This design comes from an exercise in tuning for small area on the open sky130 flow, not from production work. Function was checked by simulation only, so behaviour that the tests miss may differ from the original. No activity file was given, so power comes from the tool's default toggle rates.

[flow/design.v]
module vga_timing(
    input             clk_50m,
    input             rst_n,
    output            hsync,
    output            vsync,
    output            valid,
    output reg [10:0] xpos,
    output reg [9:0]  ypos
);
wire x_end = xpos[10] & xpos[6] & xpos[4] & xpos[3] & xpos[1];    
wire y_inc = (xpos == 11'd823);                                    
wire y_end = ypos[9] & ypos[7] & ypos[4] & ypos[3] & ypos[0];     
always @(posedge clk_50m or negedge rst_n) begin
    if(!rst_n) xpos <= 11'd823;
    else if(x_end) xpos <= 11'd0;
    else xpos <= xpos + 11'd1;
end
always @(posedge clk_50m or negedge rst_n) begin
    if(!rst_n) ypos <= 10'd636;
    else if(y_inc) begin
        if(y_end) ypos <= 10'd0;
        else ypos <= ypos + 10'd1;
    end
end
assign hsync = !((xpos >= 11'd824) && (xpos <= 11'd951));
assign vsync = !((ypos >= 10'd637) && (ypos <= 10'd642));
assign valid = (xpos < 11'd800) && (ypos < 10'd600);
endmodule
module game_ctrl(
    input             clk_50m,
    input             rst_n,
    input      [10:0] xpos,
    input      [9:0]  ypos,
    input             valid,
    input      [1:0]  key,      
    output reg [2:0]  pix,      
    output reg [7:0]  score
);
reg [7:0] spd;
wire move_en = spd[7] & spd[6] & spd[5] & spd[4] & spd[3] & spd[0];
always @(posedge clk_50m or negedge rst_n) begin
    if(!rst_n) spd <= 8'd0;
    else if(move_en) spd <= 8'd0;
    else spd <= spd + 8'd1;
end
reg [15:0] lfsr;
wire feedback = lfsr[15] ^ lfsr[13] ^ lfsr[12] ^ lfsr[10];
always @(posedge clk_50m or negedge rst_n) begin
    if(!rst_n) lfsr <= 16'hACE1;
    else lfsr <= {lfsr[14:0], feedback};
end
reg [7:0] bd;
always @(posedge clk_50m or negedge rst_n) begin
    if(!rst_n) bd <= 8'd90;
    else if(move_en) begin
        if(key == 2'b01) begin
            if(bd != 8'd1) bd <= bd - 8'd1;
        end
        else if(key == 2'b10) begin
            if(bd < 8'd179) bd <= bd + 8'd1;
        end
    end
end
reg [8:0] bx;
reg [8:1] by_h;
wire [8:0] by = {by_h, bx[0]};
reg dir_x, dir_y;
wire fall  = by[8] & by[5] & by[3] & by[1];               
wire pad_y = (by >= 9'd288) && (by <= 9'd293);
wire [7:0] rb = bd - bx[8:1];
wire pad_x = (bd != 8'd1) && (rb <= 8'd1 || rb >= (bx[0] ? 8'd236 : 8'd235));
always @(posedge clk_50m or negedge rst_n) begin
    if(!rst_n) begin
        bx <= 9'd200; by_h <= 8'd75;
        dir_x <= 1'b1; dir_y <= 1'b1;
    end
    else if(move_en) begin
        if(fall) begin
            bx <= 9'd200; by_h <= 8'd75;
            dir_x <= 1'b1; dir_y <= 1'b1;
        end
        else begin
            bx <= dir_x ? bx + 9'd1 : bx - 9'd1;
            by_h <= dir_y ? by_h + {7'd0, bx[0]} : by_h - {7'd0, ~bx[0]};
            if(bx <= 9'd3) dir_x <= 1'b1;
            else if(bx >= 9'd397) dir_x <= 1'b0;
            if(pad_y && pad_x) dir_y <= 1'b0;
            else if(by <= 9'd3) dir_y <= 1'b1;
        end
    end
end
reg        p_init;      
reg [15:0] pl;          
reg [2:0]  pv;          
wire ge0 = pl[9:0] >= 10'd700;      
wire lt1 = pl[15:6] < 10'd500;      
wire [9:0] BX = {bx, 1'b0};
wire [9:0] ex0 = BX - pl[9:0];
wire [9:0] ex1 = BX - pl[15:6];
wire [9:0] ex2 = BX - {2'b00, pl[7:0]};
wire [7:0] BY = {by[6:0], 1'b0};
wire by_lo = (by[8:7] == 2'b00);
wire [7:0] ey0 = BY - {2'b00, pl[5:0]};
wire [7:0] ey1 = BY - {2'b00, pl[11:6]};
wire [7:0] ey2 = BY - {2'b00, pl[13:8]};
wire cx0 = p_init ? (bx >= 9'd98 && bx <= 9'd112) :
           ge0 ? (ex0 >= 10'd369 && ex0 <= 10'd399) : (ex0 >= 10'd45 && ex0 <= 10'd75);
wire cx1 = p_init ? (bx >= 9'd198 && bx <= 9'd212) :
           lt1 ? (ex1 >= 10'd245 && ex1 <= 10'd275) : (ex1 >= 10'd569 && ex1 <= 10'd599);
wire cx2 = p_init ? (bx >= 9'd298 && bx <= 9'd312) : (ex2 >= 10'd445 && ex2 <= 10'd475);
wire cyi = (by >= 9'd48 && by <= 9'd62);
wire cy0 = p_init ? cyi : by_lo && (ey0 >= 8'd45 && ey0 <= 8'd75);
wire cy1 = p_init ? cyi : by_lo && (ey1 >= 8'd65 && ey1 <= 8'd95);
wire cy2 = p_init ? cyi : by_lo && (ey2 >= 8'd85 && ey2 <= 8'd115);
wire [2:0] hit = pv & {cx2 & cy2, cx1 & cy1, cx0 & cy0};
always @(posedge clk_50m or negedge rst_n) begin
    if(!rst_n) begin
        score <= 8'd0;
        pv <= 3'b111;
        p_init <= 1'b1;
    end
    else if((move_en && fall) || pv == 3'b000) begin
        if(move_en && fall) score <= 8'd0;
        pv <= 3'b111;
        p_init <= 1'b0;
    end
    else begin
        pv <= pv & ~hit;
        if(|hit) score <= score + 8'd1;
    end
end
always @(posedge clk_50m) begin
    if((move_en && fall) || pv == 3'b000) pl <= lfsr;
end
wire [9:0] X = xpos[9:0];
wire [9:0] Y = ypos;
wire border = (X < 10'd5) || (X >= 10'd795) || (Y < 10'd5) || (Y >= 10'd595);
wire [9:0] u = X - 10'd680;
wire led_area = (Y >= 10'd20) && (Y < 10'd32) && (X >= 10'd680) && (u[3:2] != 2'b11);
wire led_on = score[~u[6:4]];
wire [7:0] dbx = X[9:2] - bd;
wire in_board = (Y >= 10'd580) && (Y <= 10'd590) &&
                ((dbx < 8'd20) || (dbx == 8'd20 && X[1:0] == 2'b00));
wire [8:0] sx = X[9:1] - bx;       
wire [8:0] sy = Y[9:1] - by;
wire near = (sx >= 9'd509 || sx <= 9'd2) && (sy >= 9'd509 || sy <= 9'd2);
reg round;
always @(*) begin
    case({sx[2:0], X[0]})
        4'b1010: round = 0;                          
        4'b1011, 4'b0101:                             
            round = ({sy[2:0], Y[0]} == 4'b0000);
        4'b1100, 4'b0100:                             
            round = ({sy[2:0], Y[0]} >= 4'b1101 || {sy[2:0], Y[0]} <= 4'b0011);
        default:                                      
            round = ({sy[2:0], Y[0]} >= 4'b1100 || {sy[2:0], Y[0]} <= 4'b0100);
    endcase
    if({sy[2:0], Y[0]} == 4'b1010) round = 0;        
    if({sy[2:0], Y[0]} == 4'b1011 || {sy[2:0], Y[0]} == 4'b0101)    
        round = ({sx[2:0], X[0]} == 4'b0000);
end
wire in_ball = near && round;
wire [9:0] fx0 = X - pl[9:0];
wire [9:0] fx1 = X - pl[15:6];
wire [9:0] fx2 = X - {2'b00, pl[7:0]};
wire y_lo = (Y[9:8] == 2'b00);
wire [7:0] fy0 = Y[7:0] - {2'b00, pl[5:0]};
wire [7:0] fy1 = Y[7:0] - {2'b00, pl[11:6]};
wire [7:0] fy2 = Y[7:0] - {2'b00, pl[13:8]};
wire qx0 = p_init ? (X >= 10'd200 && X <= 10'd220) :
           ge0 ? (fx0 >= 10'd374 && fx0 <= 10'd394) : (fx0 >= 10'd50 && fx0 <= 10'd70);
wire qx1 = p_init ? (X >= 10'd400 && X <= 10'd420) :
           lt1 ? (fx1 >= 10'd250 && fx1 <= 10'd270) : (fx1 >= 10'd574 && fx1 <= 10'd594);
wire qx2 = p_init ? (X >= 10'd600 && X <= 10'd620) : (fx2 >= 10'd450 && fx2 <= 10'd470);
wire qyi = (Y >= 10'd100 && Y <= 10'd120);
wire qy0 = p_init ? qyi : y_lo && (fy0 >= 8'd50 && fy0 <= 8'd70);
wire qy1 = p_init ? qyi : y_lo && (fy1 >= 8'd70 && fy1 <= 8'd90);
wire qy2 = p_init ? qyi : y_lo && (fy2 >= 8'd90 && fy2 <= 8'd110);
wire in_point = |(pv & {qx2 & qy2, qx1 & qy1, qx0 & qy0});
always @(posedge clk_50m or negedge rst_n) begin
    if(!rst_n) pix <= 3'b000;
    else if(!valid) pix <= 3'b000;
    else if(border) pix <= 3'b111;
    else if(led_area) pix <= led_on ? 3'b111 : 3'b011;
    else if(in_board) pix <= 3'b001;
    else if(in_ball) pix <= 3'b100;
    else if(in_point) pix <= 3'b010;
    else pix <= 3'b000;
end
endmodule
module vga_game_top(
    input         clk,         
    input         rst_n,       
    input         BTNL,        
    input         BTNR,        
    output        VGA_HS,      
    output        VGA_VS,      
    output [3:0]  VGA_R,       
    output [3:0]  VGA_G,       
    output [3:0]  VGA_B,       
    output [7:0]  LED          
);
wire [1:0] key = {BTNR, BTNL};  
wire [10:0] xpos;
wire [9:0]  ypos;
wire        valid;
wire [2:0]  pix;   
wire [7:0]  score;
wire grey = ~pix[2] & pix[1] & pix[0];
wire r_hi = pix[2];
wire g_hi = pix[1] & ~grey;
wire b_hi = pix[0] & ~grey;
wire r_lo = pix[2] | grey;
assign VGA_R = {r_hi, r_hi, r_lo, r_lo};
assign VGA_G = {g_hi, g_hi, pix[1], pix[1]};
assign VGA_B = {b_hi, b_hi, pix[0], pix[0]};
assign LED = score;
vga_timing u_vga_timing(
    .clk_50m(clk),
    .rst_n(rst_n),
    .hsync(VGA_HS),
    .vsync(VGA_VS),
    .valid(valid),
    .xpos(xpos),
    .ypos(ypos)
);
game_ctrl u_game_ctrl(
    .clk_50m(clk),
    .rst_n(rst_n),
    .xpos(xpos),
    .ypos(ypos),
    .valid(valid),
    .key(key),
    .pix(pix),
    .score(score)
);
endmodule
[flow/flow/s1.abc]
strash
dc2
&get -n
&deepsyn -T 60 -S 1
&put
strash
dch -f
amap
topo
[flow/flow/s5.abc]
strash
dc2
&get -n
&deepsyn -T 60 -S 5
&put
strash
dch -f
amap
topo
[flow/flow/s7.abc]
strash
dc2
&get -n
&deepsyn -T 60
&put
strash
dch -f
amap -m
topo
[flow/flow/s0.abc]
strash
dc2
&get -n
&deepsyn -T 60
&put
strash
dch -f
amap
topo
[flow/flow/s4.abc]
strash
dc2
&get -n
&deepsyn -T 60 -S 4
&put
strash
dch -f
amap
topo
[flow/config.mk]
export PLATFORM = sky130hd
export DESIGN_NAME = vga_game_top
export DESIGN_NICKNAME = vga_game_top
export VERILOG_FILES = /design/flow/design.v
export SDC_FILE = /design/flow/constraint.sdc
export NUM_CORES = 4
export LEC_CHECK = 0
export CAP_MARGIN = 20
export CORE_MARGIN = 2
export CORE_UTILIZATION = 50
export SLEW_MARGIN = 20
[flow/flow/s2.abc]
strash
dc2
&get -n
&deepsyn -T 60 -S 2
&put
strash
dch -f
amap
topo
[flow/standard.sh]
#!/bin/bash
# synth_recipe.tcl (not shown) runs the flow's synth.tcl, then flattens the netlist and writes it again
# the make line also repeats each setting of config.mk as NAME=value (left out here)
make -C /OpenROAD-flow-scripts/flow DESIGN_CONFIG=/design/flow/config.mk WORK_HOME=/design/flow/orfs CLKGATE_MAP_FILE= SYNTH_SCRIPT=/design/flow/synth_recipe.tcl "${@:-finish}"
[flow/flow/s3.abc]
strash
dc2
&get -n
&deepsyn -T 60 -S 3
&put
strash
dch -f
amap
topo
[flow/constraint.sdc]
create_clock -name core_clock -period 20.0 [get_ports {clk}]
set_input_delay 4.0000 -clock core_clock [delete_from_list [all_inputs] [get_ports {clk}]]
set_output_delay 4.0000 -clock core_clock [all_outputs]
set_load 0.01 [all_outputs]
[flow/flow/make_args.txt]
BUFFER_PORTS_ARGS=-buffer_cell sky130_fd_sc_hd__buf_1
CTS_ARGS=-sink_clustering_enable -repair_clock_nets -dont_use_dummy_load -buf_list sky130_fd_sc_hd__clkbuf_8 -root_buf sky130_fd_sc_hd__clkbuf_8
[flow/flow/run.sh]
#!/bin/bash
set -uo pipefail
W=$PWD
F=$W/flow
R=$W/orfs/results/$FLOW_PLATFORM/vga_game_top/base
log() { echo "[run.sh] $*" | tee -a $W/run_sh.log; }

log "standard synthesis"
bash standard.sh synth > $W/std_synth.log 2>&1 || { log "standard synth failed"; exit 1; }
cp $R/1_2_yosys.v $W/std_1_2_yosys.v

regs() { grep -E '^\s*sky130_fd_sc_hd__[a-z0-9]+_[0-9]+ ' "$1" | grep -E '__(df|edf|sdf|dl)' | sed -E 's/_[0-9]+ / /' | sort; }
regs $W/std_1_2_yosys.v > $W/regs_std.txt

sed 's#log_cmd abc {\*}\$abc_args#log_cmd abc -script $::env(MY_ABC_SCRIPT) {*}[lrange $abc_args 2 end] -dont_use sky130_fd_sc_hd__clkinv_* -dont_use sky130_fd_sc_hd__clkinvlp_*#' \
    $FLOW_HOME/scripts/synth.tcl > $W/area_synth_core.tcl
sed "s#source \$::env(SCRIPTS_DIR)/synth.tcl#source $W/area_synth_core.tcl#" synth_recipe.tcl > $W/area_synth.tcl
best=""; best_area=""
if grep -q MY_ABC_SCRIPT $W/area_synth_core.tcl && grep -q area_synth_core $W/area_synth.tcl; then
  pids=()
  for s in $F/s*.abc; do
    n=$(basename $s .abc)
    sed -e "s#WORK_HOME=[^ ]*#WORK_HOME=$W/orfs_$n#" -e "s#SYNTH_SCRIPT=[^ ]*#SYNTH_SCRIPT=$W/area_synth.tcl ADDER_MAP_FILE=#" \
        -e '/^if \[\[/,/^fi/d' standard.sh > $W/area_$n.sh
    log "area synthesis $n"
    MY_ABC_SCRIPT=$s bash $W/area_$n.sh synth > $W/area_synth_$n.log 2>&1 &
    pids+=($!)
    # at most NUM_CORES syntheses at once
    while (( $(jobs -rp | wc -l) >= ${NUM_CORES:-4} )); do sleep 2; done
  done
  for p in "${pids[@]}"; do wait $p; done
  for s in $F/s*.abc; do
    n=$(basename $s .abc)
    A=$W/orfs_$n/results/$FLOW_PLATFORM/vga_game_top/base/1_2_yosys.v
    S=$W/orfs_$n/reports/$FLOW_PLATFORM/vga_game_top/base/synth_stat.txt
    [[ -s $A && -s $S ]] || { log "$n: no netlist"; continue; }
    regs $A > $W/regs_$n.txt
    if [[ -s $W/regs_std.txt ]] && cmp -s $W/regs_std.txt $W/regs_$n.txt; then
      a=$(awk '/Chip area/ {print $NF}' $S)
      log "$n: area $a"
      if [[ -n "$a" ]] && { [[ -z "$best_area" ]] || awk -v a=$a -v b=$best_area 'BEGIN{exit !(a<b)}'; }; then
        best=$A; best_area=$a
      fi
    else
      log "$n: register lists differ; not used"
    fi
  done
fi
if [[ -n "$best" ]]; then
  log "using $best ($best_area)"
  cp $best $R/1_2_yosys.v
  rm -f $R/1_synth.odb $R/1_synth.sdc
else
  log "using the standard netlist"
fi
# extra make settings for the layout steps, one per line
extra=()
if [[ -f $F/make_args.txt ]]; then
  while IFS= read -r line; do [[ -n "$line" && "$line" != \#* ]] && extra+=("$line"); done < $F/make_args.txt
fi
log "layout ${extra[*]:-}"
bash standard.sh "${extra[@]}" finish > $W/layout.log 2>&1 || { log "layout failed"; exit 1; }
log "done"
[flow/flow/s6.abc]
strash
dc2
&get -n
&deepsyn -T 60
&put
strash
dch
amap
topo
==> impl_metrics.yaml, run 1 <==
run_status:
  outcome: "finished clean"
critical_path:
  cp.arrival_ns: 2.45
  crit_required_ns: 16.00
  reg2reg_slack_ns: 14.32
  rr_worst_depth: 25
  worstReg2RegStart: "u_game_ctrl.bx[0]"
  crit_chain: "inv_1 -> nor2_1 -> inv_1 -> nor2_1 -> nor2_1 -> a21oi_1 -> o21ai_0 -> buf_1"
  cp_max_fo: 13
  r2r_end: "u_game_ctrl.score[7]"
  critPathCaptureType: "primary output"
  start_kind: "flip-flop"
  crit_type: "flip-flop to primary output"
  cp_common_cell: "nor2_1"
  cp_slowest_cell: "dfrtp_1"
  slowest_delay_ns: 0.62
clocking:
  ctsResizeCount: 0
  clk_pin_slew_worst_paths_ns: 0.12
  clock-sinks: 103
  clk-insertion-delay-late_ns: 0.41
  postCtsSetupBuffers: 0
  cts_buffers: 9
  htree_levels: 3
  cts.hold.buffers_added: 0
  clock_path_buffers: 2
  cts_root_buf: "clkbuf_8"
  cts_tree: "built"
logic_synthesis:
  yosysWarnings: 2
  avgSynthCellArea_um2: 6.93
  synth_area_mm2: 0.00799
  syn_nets: 1157
  synthCells: 1153
timing:
  rsz0062_at_grt: "false"
  final_max_slew_viol_count: 0
  relSlewSlack: 0.384
  hold_viol: 0
  setup_ws_ns: 13.55
  post-route-period-util: 0.323
  tns_ns: 0
  clock_skew_ns: 0.0338
  tightest_slew_ns: 0.912
  fmax_mhz: 155
  setup_viol: 0
  fin_crit_ns: 6.45
route:
  initialDrtViolationCount: 1336
  vias: 8974
  drt_first_pass_iters: 6
  drc: 0
  ant_nets: 0
  vias_per_cell: 6.43
  finalWirelength_um: 28700
  wl_per_cell_um: 20.6
final_layout:
  post-route-util: 0.534
  area.growth.synth_to_final_pct: 5.50
  antenna_cells: 0
  drive_gt1_frac: 0.0424
  final_nets: 1186
  stdcell_count: 1396
  layout_commonest_cell: "nor2_1"
  final_cell_mix: "nor2_1, inv_1, o21ai_0"
worst_hold_path:
  whs_path_depth: 0
  hp-class: "flip-flop to flip-flop"
  worstHoldEndpoint: "u_game_ctrl.lfsr[6]"
  holdCritStartpoint: "u_game_ctrl.lfsr[5]"
power_and_ir_drop:
  p_clk_frac: 0.266
  internal_power_uw: 289
  p_sw_frac: 0.323
  peakVddDrop_mv: 0.0354
  combPwrFrac: 0.181
  switching_power_uw: 138
  p_per_area_mw_per_mm2: 50.7
  total_power_uw: 427
  power_leakage_uw: 0.00344
  power_frac_seq: 0.553
floorplanning:
  die-area_mm2: 0.0170
  fp.dieH_um: 130
  rows: 46
  placeableCoreArea_mm2: 0.0158
  die_w_um: 130
  io_pins: 26
  start_util: 0.506
place:
  dp_slack_ns: 13.89
  gp_congestion: 0.958
  dp.cells: 1387
  io_buffers: 25
  dp_hpwl_um: 21200
grt:
  grt_max_degree: 47
  grt_usage: 0.346
  grt_pass1_wl_um: 44700
  grt_antenna_before_repair: 0
  grt-ovfl-total: 0
  grt_pass1_vias: 7843
flow_run:
  cap_violations: 0
-- state kept, by name (all words and copies together) (netlist names), 3 cells and up --
name and cells:
u_game_ctrl.spd 8, u_game_ctrl.bx 9, u_game_ctrl.pv 3, u_game_ctrl.pl 16, u_game_ctrl.pix 3, u_game_ctrl.by_h 8
u_vga_timing.ypos 10, u_game_ctrl.lfsr 16, u_game_ctrl.score 8, u_vga_timing.xpos 11, u_game_ctrl.bd 8
-- routing by layer --
metal | routed length [um] | track usage | vias up
met5 | 0 | 0 | -
met3 | 3020 | 0.0737 | 84
met1 | 12300 | 0.508 | 4110
met4 | 1180 | 0.141 | 0
li1 | - | - | 4254
met2 | 12200 | 0.498 | 526
-- per-stage QoR --
step                hold slack, ns  area [um^2]
floorplan                    0.349         7990
global placement             0.357         8300
detailed placement           0.357         8300
CTS                          0.378         8420
global route                 0.377         8420
finish                       0.375         8420
-- final cells by class --
class	count	area [um^2]
Clock buffer	9	124
Fill cell	1586	7350
Inverter	145	544
Multi-Input combinational cell	896	4670
Sequential cell	103	2710
Tap cell	216	270
Timing Repair Buffer	27	113
-- power by group through the flow --
stage               Sequential (uW)  Clock [uW]  Combinational, uW
floorplan                       234           0               56.0
global placement                240           0               74.6
detailed placement              240           0               75.3
CTS                             236         116               75.7
global route                    238         122               86.9
finish                          236         113               77.3
-- worst max-delay path: cells and delay by family, from the launching register on --
| kind | cells | cell delay [ns] |
|---|---|---|
| and+or+nand+nor | 3 | 0.62 |
| DFF | 1 | 0.62 |
| buffers and inverters | 3 | 0.59 |
| AOI/OAI and AO/OA | 2 | 0.24 |
-- how the worst max path moves through the flow --
| stage | to | slack, ns | cells after the start | start |
|---|---|---|---|---|
| 2_1_floorplan | u_game_ctrl.bd[7] | 14.35 | 11 | BTNR |
| 3_3_place_gp | u_game_ctrl.bd[7] | 14.04 | 12 | BTNR |
| 3_5_place_dp | u_game_ctrl.bd[7] | 13.89 | 12 | BTNR |
| 4_1_cts | VGA_HS | 13.63 | 8 | u_vga_timing.xpos[3] |
| 5_1_grt | VGA_HS | 13.34 | 8 | u_vga_timing.xpos[3] |
| 6_report | VGA_HS | 13.55 | 8 | u_vga_timing.xpos[3] |
==> run 2: changes to the inputs <==
--- a/flow/config.mk
+++ b/flow/config.mk
@@ -8,4 +8,4 @@
 export CAP_MARGIN = 20
 export CORE_MARGIN = 2
-export CORE_UTILIZATION = 50
+export CORE_UTILIZATION = 65
 export SLEW_MARGIN = 20
==> run 2 against run 1 <==
  * Still clean
  * Register-to-register slack better by 0.13 ns
  * Final area is 1.0% lower
  * Sequential power hardly changed
  * Non-clock buffer count stayed put
  * Largest cell class unchanged
==> impl_metrics.yaml, run 2 <==
clocking:
  clk_pin_slew_worst_paths_ns: 0.09
  cts_root_buf: "clkbuf_8"
  postCtsSetupBuffers: 0
  cts_buffers: 9
  clock-sinks: 103
  htree_levels: 3
  cts_tree: "built"
  cts.hold.buffers_added: 0
  clock_path_buffers: 2
  ctsResizeCount: 0
  clk-insertion-delay-late_ns: 0.40
timing:
  rsz0062_at_grt: "false"
  tns_ns: 0
  final_max_slew_viol_count: 0
  tightest_slew_ns: 0.873
  relSlewSlack: 0.411
  hold_viol: 0
  clock_skew_ns: 0.0177
  fin_crit_ns: 6.51
  post-route-period-util: 0.325
  fmax_mhz: 154
  setup_viol: 0
final_layout:
  final_cell_mix: "nor2_1, inv_1, o21ai_0"
  drive_gt1_frac: 0.0424
  largest_registers: "u_game_ctrl.lfsr x16, u_game_ctrl.pl x16, u_vga_timing.xpos x11"
  layout_commonest_cell: "nor2_1"
  final_nets: 1186
  area.growth.synth_to_final_pct: 4.42
  fillCellCount: 1025
  stdcell_count: 1327
  antenna_cells: 0
route:
  finalWirelength_um: 28600
  initialDrtViolationCount: 1551
  wl_per_cell_um: 21.6
  ant_nets: 0
  vias: 9402
  drc: 0
  vias_per_cell: 7.09
  drt_first_pass_iters: 9
logic_synthesis:
  synthCells: 1153
  yosysWarnings: 2
  avgSynthCellArea_um2: 6.93
  syn_nets: 1157
  synth_area_mm2: 0.00799
grt:
  grt_usage: 0.442
  grt_max_degree: 67
  grt_pass1_vias: 8288
  grt_pass1_wl_um: 44500
  grt-ovfl-total: 0
  grt_antenna_before_repair: 0
run_status:
  outcome: "finished clean"
critical_path:
  worstSetupStartpoint: "u_vga_timing.xpos[3]"
  cp_slowest_cell: "dfrtp_1"
  cp_common_cell: "nor2_1"
  crit_type: "flip-flop to primary output"
  crit_chain: "inv_1 -> nor2_1 -> inv_1 -> nor2_1 -> nor2_1 -> a21oi_1 -> o21ai_0 -> buf_1"
  worstReg2RegStart: "u_game_ctrl.bx[0]"
  slowest_delay_ns: 0.63
  cp.arrival_ns: 2.51
  critPathCaptureType: "primary output"
  start_kind: "flip-flop"
  reg2reg_slack_ns: 14.45
  crit_family: "flip-flops"
  path_buf_inv: 3
  cp_max_fo: 13
  crit_required_ns: 16.00
place:
  io_buffers: 25
  dp.cells: 1318
  dp_hpwl_um: 20800
  gp_congestion: 1.01
floorplanning:
  placeableCoreArea_mm2: 0.0120
  rows: 40
  die_w_um: 115
  die-area_mm2: 0.0132
  io_pins: 26
  start_util: 0.665
  fp.dieH_um: 115
worst_hold_path:
  holdCritStartpoint: "u_game_ctrl.lfsr[5]"
  hp-class: "flip-flop to flip-flop"
power_and_ir_drop:
  power_leakage_uw: 0.00344
  peakVddDrop_mv: 0.0543
  p_per_area_mw_per_mm2: 50.7
flow_run:
  cap_violations: 0
-- run 2: area by class of cell --
cell class / instances / area, um^2 / area share
Clock buffer: 9 / 124 / 0.0149
Timing Repair Buffer: 27 / 113 / 0.0135
Inverter: 145 / 544 / 0.0653
Multi-Input combinational cell: 896 / 4670 / 0.560
Sequential cell: 103 / 2710 / 0.324
Tap cell: 147 / 184 / 0.0221
-- run 2: worst register-to-register path: cells and delay by family (launching register included) --
family / cells / cell delay, ns
AOI/OAI and AO/OA: 12 / 2.33
buffers and inverters: 2 / 0.53
DFF: 1 / 0.71
and+or+nand+nor: 15 / 1.90
-- run 2: final timing paths --
kind / to / cells past startpoint
setup / recovery: VGA_HS / 8
setup reg to reg: u_game_ctrl.score[7] / 29
hold / removal: u_game_ctrl.lfsr[6] / 0
min in group asynchronous: u_game_ctrl.pix[1] / 1
hold reg to reg: u_game_ctrl.lfsr[6] / 0
max in group asynchronous: u_vga_timing.xpos[3] / 2
-- run 2: metrics by stage --
step | instance area (um^2) | hold slack, ns | utilization | setup WS (ns) | total power, uW
final | 8340 | 0.373 | 0.694 | 13.49 | 423
after global placement | 8210 | 0.353 | 0.684 | 14.06 | 311
after floorplan | 7990 | 0.349 | - | 14.35 | 290
after global routing | 8340 | 0.377 | 0.694 | 13.19 | 438
after detailed placement | 8210 | 0.361 | 0.684 | 13.94 | 314
after CTS | 8340 | 0.375 | 0.694 | 13.58 | 419
-- run 2: metal layers --
layer / track usage / wire length [um]
met3: 0.0912 / 4010
met1: 0.626 / 10900
met2: 0.653 / 12100
met5: 0 / 0
met4: 0.206 / 1560
-- run 2: report_power, final --
group / total (uW) / internal, uW / leakage (uW) / switching (uW)
registers: 237 / 222 / 0.00115 / 14.3
logic: 77.1 / 25.8 / 0.00223 / 51.4
clock network: 109 / 40.5 / 0.0000647 / 68.8

## re-timing with driven ports
No port has a modelled driver above. Below, the same layouts with a new extraction and two added sets of constraints. Step 1 sets driving cells, clkbuf_16 on the clock port and buf_2 on the other inputs (assumed; they add their load-dependent delay and slew). Step 2 also shifts input and output timing later by t, the mid clock arrival at the registers, as if the neighbouring blocks saw the same clock. Slacks: ideal ports / drivers / drivers and shift; pairs: ideal ports / drivers.
run | shift t [ns] | slack for setup (ns) | worst setup path after step 2 | worst register clock-pin slew, ns | worst slew at a driven data input, ns
run 1 | 0.434 | 13.550 / 13.509 / 13.861 | input to register | 0.12 / 0.12 | 0.03
run 2 | 0.432 | 13.491 / 13.449 / 13.881 | register to output | 0.10 / 0.10 | 0.03
After both steps every run listed still meets setup and hold.
